Background: an optimization exercise with open tools, aiming at small area, a short achievable clock period and few clock cycles. Do not read the settings as production practice.
Power and IR drop assume default switching activity.

==> flow/design.v (excerpt) <==
module EditDistance(
output wire [31:0] addr_rom_0,
input  wire [1:0]  data_o_0,
output wire [31:0] addr_rom_1,
input  wire [1:0]  data_o_1,
input  wire clk,
input  wire rst,
output reg         result_en,
output wire [31:0] result_addr,
output wire [31:0] result
);
localparam P    = 16;         
localparam N    = 1640;       
localparam W    = N - P + 1;  
localparam NB   = 2;          
localparam CW   = P / NB;     
reg        ph;
reg [10:0] cnt;
reg        done;
reg [10:0] raddr;
localparam [10:0] FIRST = 11'd19 + NB;
localparam [10:0] LAST  = W - 1;
always @(posedge clk) begin
    if (rst) begin
        ph    <= 1'b0;
        cnt   <= 11'd0;
        done  <= 1'b0;
        result_en <= 1'b0;
        raddr <= 11'd0;
    end else begin
        if (!ph && cnt[3:0] == 4'd15) begin
            ph  <= 1'b1;
            cnt <= 11'd0;
        end else begin
            cnt <= cnt + 11'd1;
        end
        if (ph && (cnt & FIRST) == FIRST && !done)
            result_en <= 1'b1;
        if (result_en) begin
            raddr <= raddr + 11'd1;
            if ((raddr & LAST) == LAST) begin
                result_en <= 1'b0;
                done <= 1'b1;
            end
        end
    end
end
wire ld = !ph || cnt[10:1] == 10'd0;
assign addr_rom_0  = {21'd0, cnt};
assign addr_rom_1  = {28'd0, cnt[3:0]};
assign result_addr = {21'd0, raddr};
reg [1:0] pat [0:P-1];
always @(posedge clk) begin : pat_shift
    integer j;
    if (ld) begin
        pat[P-1] <= data_o_1;
        for (j = 0; j < P-1; j = j + 1) pat[j] <= pat[j+1];
    end
end
wire [1:0] tsel [0:NB-1];
assign tsel[0] = data_o_0;
genvar g;
for (g = 1; g < NB; g = g + 1) begin : tdel
    reg [1:0] q;
    if (g == 1) begin : d1
        always @(posedge clk) q <= data_o_0;
    end else begin : dn
        always @(posedge clk) q <= tdel[g-1].q;
    end
    assign tsel[g] = q;
end
reg [P-1:0] m;
wire [P-1:0] mn = ~m;
always @(posedge clk) begin : match
    integer j;
  ...
==> module EditDistance, before the edit <==
module EditDistance(
output wire [31:0] addr_rom_0,
input  wire [1:0]  data_o_0,
output wire [31:0] addr_rom_1,
input  wire [1:0]  data_o_1,
input  wire clk,
input  wire rst,
output reg         result_en,
output wire [31:0] result_addr,
output wire [31:0] result
);
localparam P    = 16;         
localparam N    = 1640;       
localparam W    = N - P + 1;  
localparam NB   = 2;          
localparam CW   = P / NB;     
reg        ph;
reg [10:0] cnt;
reg        done;
reg [10:0] raddr;
localparam [10:0] FIRST = 11'd19 + NB;
localparam [10:0] LAST  = W - 1;
always @(posedge clk) begin
    if (rst) begin
        ph    <= 1'b0;
        cnt   <= 11'd0;
        done  <= 1'b0;
        result_en <= 1'b0;
        raddr <= 11'd0;
    end else begin
        if (!ph && cnt[3:0] == 4'd15) begin
            ph  <= 1'b1;
            cnt <= 11'd0;
        end else begin
            cnt <= cnt + 11'd1;
        end
        if (ph && (cnt & FIRST) == FIRST && !done)
            result_en <= 1'b1;
        if (result_en) begin
            raddr <= raddr + 11'd1;
            if ((raddr & LAST) == LAST) begin
                result_en <= 1'b0;
                done <= 1'b1;
            end
        end
    end
end
wire ld = !ph || cnt[10:1] == 10'd0;
assign addr_rom_0  = {21'd0, cnt};
assign addr_rom_1  = {28'd0, cnt[3:0]};
assign result_addr = {21'd0, raddr};
reg [1:0] pat [0:P-1];
always @(posedge clk) begin : pat_shift
    integer j;
    if (ld) begin
        pat[P-1] <= data_o_1;
        for (j = 0; j < P-1; j = j + 1) pat[j] <= pat[j+1];
    end
end
wire [1:0] tsel [0:NB-1];
assign tsel[0] = data_o_0;
genvar g;
for (g = 1; g < NB; g = g + 1) begin : tdel
    reg [1:0] q;
    if (g == 1) begin : d1
        always @(posedge clk) q <= data_o_0;
    end else begin : dn
        always @(posedge clk) q <= tdel[g-1].q;
    end
    assign tsel[g] = q;
end
reg [P-1:0] m;
wire [P-1:0] mn = ~m;
always @(posedge clk) begin : match
    integer j;
    for (j = 0; j < P; j = j + 1) m[j] <= (tsel[j / CW] == pat[j]);
end
wire [P-1:0] vr [0:P];
genvar r, k, c;
for (k = 0; k < P; k = k + 1) begin : top
    assign vr[0][k] = (k % 2 == 1);           
end
for (r = 1; r <= P; r = r + 1) begin : row
    reg [P-1:0] vq;
    wire [NB:0] aout;              
    reg  [NB:0] aq;
    always @(posedge clk) aq <= aout;
    assign aout[0] = 1'b0;
    for (k = 0; k < NB; k = k + 1) begin : blk
        wire [CW:0] a;                 
        assign a[0] = (k == 0) ? ((r % 2) == 1) : aq[k];
        for (c = 0; c < CW; c = c + 1) begin : cl
            localparam J = k*CW + c;
            wire mm = m[J];
            wire v  = vr[r-1][J];
            if (r == 1 || J == 0) begin : edge_cell
                if ((r + J) % 2 == 0) begin : ev
                    assign a[c+1] = ~((mm | a[c]) & v);
                    always @(posedge clk) vq[J] <= ~((~mm & v) | a[c]);
                end else begin : od
                    assign a[c+1] = ~((a[c] & ~mm) | v);
                    always @(posedge clk) vq[J] <= ~((mm | v) & a[c]);
                end
            end else begin : inner
                wire vo;
                if ((r + J) % 2 == 0) begin : ev
                    EdCellE u (.a(a[c]), .v(v), .m(mm), .mn(mn[J]), .ao(a[c+1]), .vo(vo));
                end else begin : od
                    EdCellO u (.a(a[c]), .v(v), .m(mm), .mn(mn[J]), .ao(a[c+1]), .vo(vo));
                end
                always @(posedge clk) vq[J] <= vo;
            end
        end
        assign aout[k+1] = a[CW];
    end
    assign vr[r] = vq;
end
wire [P-1:0] nbr16;
for (k = 0; k < P; k = k + 1) begin : fix
    assign nbr16[k] = (k % 2 == 0) ? ~vr[P][k] : vr[P][k];
end
localparam HALF = 8;
localparam G    = P / HALF;
function [3:0] popg;
input [7:0] v;
reg [7:0] s;
reg x;
begin
    s = v;
    x = s[0] & s[1]; s[1] = s[0] | s[1]; s[0] = x;
    x = s[2] & s[3]; s[3] = s[2] | s[3]; s[2] = x;
    x = s[0] & s[2]; s[2] = s[0] | s[2]; s[0] = x;
    x = s[1] & s[3]; s[3] = s[1] | s[3]; s[1] = x;
    x = s[1] & s[2]; s[2] = s[1] | s[2]; s[1] = x;
    x = s[4] & s[5]; s[5] = s[4] | s[5]; s[4] = x;
    x = s[6] & s[7]; s[7] = s[6] | s[7]; s[6] = x;
    x = s[4] & s[6]; s[6] = s[4] | s[6]; s[4] = x;
    x = s[5] & s[7]; s[7] = s[5] | s[7]; s[5] = x;
    x = s[5] & s[6]; s[6] = s[5] | s[6]; s[5] = x;
    x = s[0] & s[4]; s[4] = s[0] | s[4]; s[0] = x;
    x = s[2] & s[6]; s[6] = s[2] | s[6]; s[2] = x;
    x = s[2] & s[4]; s[4] = s[2] | s[4]; s[2] = x;
    x = s[1] & s[5]; s[5] = s[1] | s[5]; s[1] = x;
    x = s[3] & s[7]; s[7] = s[3] | s[7]; s[3] = x;
    x = s[3] & s[5]; s[5] = s[3] | s[5]; s[3] = x;
    x = s[1] & s[2]; s[2] = s[1] | s[2]; s[1] = x;
    x = s[3] & s[4]; s[4] = s[3] | s[4]; s[3] = x;
    x = s[5] & s[6]; s[6] = s[5] | s[6]; s[5] = x;
    popg[0] = (s[7] & ~s[6]) | (s[5] & ~s[4]) | (s[3] & ~s[2]) | (s[1] & ~s[0]);
    popg[1] = (s[6] & ~s[5]) | (s[5] & ~s[4]) | (s[2] & ~s[1]) | (s[1] & ~s[0]);
    popg[2] = (s[4] & ~s[3]) | (s[3] & ~s[2]) | (s[2] & ~s[1]) | (s[1] & ~s[0]);
    popg[3] = (s[0]);
end
endfunction
wire [4-1:0] pal [0:G-1];
for (k = 0; k < G; k = k + 1) begin : grp
    localparam DL = NB - 1 - (k * HALF) / CW;    
    reg [4-1:0] pc [0:DL];
    always @(posedge clk) pc[0] <= popg(nbr16[k*HALF +: HALF]);
    for (c = 1; c <= DL; c = c + 1) begin : dly
        always @(posedge clk) pc[c] <= pc[c-1];
    end
    assign pal[k] = pc[DL];
end
reg [4:0] zeros;
always @(posedge clk) begin : tot
    integer j;
    reg [4:0] z;
    z = 5'd0;
    for (j = 0; j < G; j = j + 1) z = z + pal[j];
    zeros <= z;
end
assign result = {26'd0, zeros, 1'b0};
endmodule
==> module EdCellO, before the edit <==
module EdCellO(input wire a, input wire v, input wire m, input wire mn,
               output wire ao, output wire vo);
    assign ao = ~((a & mn) | v);
    assign vo = ~((m | v) & a);
endmodule
==> flow/config.mk <==
export PLATFORM = sky130hd
export DESIGN_NAME = EditDistance
export DESIGN_NICKNAME = EditDistance
export VERILOG_FILES = /design/flow/design.v
export SDC_FILE = /design/flow/constraint.sdc
export NUM_CORES = 4
export LEC_CHECK = 0
export ABC_AREA = 1
export CAP_MARGIN = 20
export CORE_MARGIN = 2
export CORE_UTILIZATION = 70
export CTS_BUF_LIST = sky130_fd_sc_hd__clkbuf_16
export CTS_CLUSTER_DIAMETER = 100
export CTS_CLUSTER_SIZE = 30
export PLACE_DENSITY = 0.8
export SETUP_SLACK_MARGIN = 2.9
export SLEW_MARGIN = 20
export SYNTH_HIERARCHICAL = 1
==> flow/constraint.sdc <==
create_clock -name core_clock -period 5.0 [get_ports {clk}]
set_input_delay 1.0000 -clock core_clock [delete_from_list [all_inputs] [get_ports {clk}]]
set_output_delay 1.0000 -clock core_clock [all_outputs]
set_load 0.01 [all_outputs]
run.sh (not shown) runs the stock make flow with config.mk's settings and CLKGATE_MAP_FILE= SYNTH_SCRIPT=/design/flow/synth_recipe.tcl, a recipe that flattens the netlist after the stock synthesis.
Rerun with:
--- a/flow/design.v
+++ b/flow/design.v
@@ -20,32 +20,37 @@
 reg        done;
 reg [10:0] raddr;
 localparam [10:0] FIRST = 11'd19 + NB;
 localparam [10:0] LAST  = W - 1;
+reg rq;
+always @(posedge clk) rq <= rst;
 always @(posedge clk) begin
-    if (rst) begin
+    if (rq) begin
         ph    <= 1'b0;
         cnt   <= 11'd0;
         done  <= 1'b0;
-        result_en <= 1'b0;
         raddr <= 11'd0;
     end else begin
         if (!ph && cnt[3:0] == 4'd15) begin
             ph  <= 1'b1;
             cnt <= 11'd0;
         end else begin
             cnt <= cnt + 11'd1;
         end
-        if (ph && (cnt & FIRST) == FIRST && !done)
-            result_en <= 1'b1;
         if (result_en) begin
             raddr <= raddr + 11'd1;
-            if ((raddr & LAST) == LAST) begin
-                result_en <= 1'b0;
+            if ((raddr & LAST) == LAST)
                 done <= 1'b1;
-            end
         end
     end
+end
+always @(posedge clk) begin
+    if (rst || rq)
+        result_en <= 1'b0;
+    else if (result_en && (raddr & LAST) == LAST)
+        result_en <= 1'b0;
+    else if (ph && (cnt & FIRST) == FIRST && !done)
+        result_en <= 1'b1;
 end
 wire ld = !ph || cnt[10:1] == 10'd0;
 assign addr_rom_0  = {21'd0, cnt};
 assign addr_rom_1  = {28'd0, cnt[3:0]};
@@ -179,7 +184,7 @@
     assign vo = ~((mn & v) | a);
 endmodule
 module EdCellO(input wire a, input wire v, input wire m, input wire mn,
                output wire ao, output wire vo);
-    assign ao = ~((a & mn) | v);
+    assign ao = ~((mn & a) | v);
     assign vo = ~((m | v) & a);
 endmodule
Clock skew fell by 0.0038 ns.
Worst setup slack improved by 0.034 ns.
Non-clock buffer count goes up by 4.
Cell count is about the same.
Area after synthesis fell by 2.6%.
Maximum frequency goes up by 1.7%.
Clock-buffer cell count is unchanged.
Core utilization is about the same.
Combinational power drops by about 4%.
Via count rises by 0.46%.
Power fell by 1.0%.
Function was not checked in any run of this note: the RTL went through the layout flow alone.

## re-timing with driven ports
Ports are ideal in the flow. The routed layouts listed here were re-timed in OpenROAD.
Step 1 (the two cells are an assumption about what drives the block):
set clk [get_ports {clk}]
set_driving_cell -lib_cell sky130_fd_sc_hd__clkbuf_16 $clk
set_driving_cell -lib_cell sky130_fd_sc_hd__buf_2 [delete_from_list [all_inputs] $clk]
Step 2, shift: input delay + t, output delay - t, t = (earliest + latest rising clock arrival at the registers) / 2. This alone moves slack from input paths to output paths.
a / b / c = no drivers / after step 1 / after step 2; a / b = the first two.
| run | shift t [ns] | setup slack, ns | worst setup path at the end |
|---|---|---|---|
| the first run | 0.533 | 2.914 / 2.870 / 2.484 | input to register |
| the second run | 0.537 | 2.948 / 2.904 / 2.748 | input to register |
After both steps setup and hold are still met in every run listed. The setup slack of the first run, which loses most, moves by -0.044 ns with the drivers and by -0.430 ns with both steps.
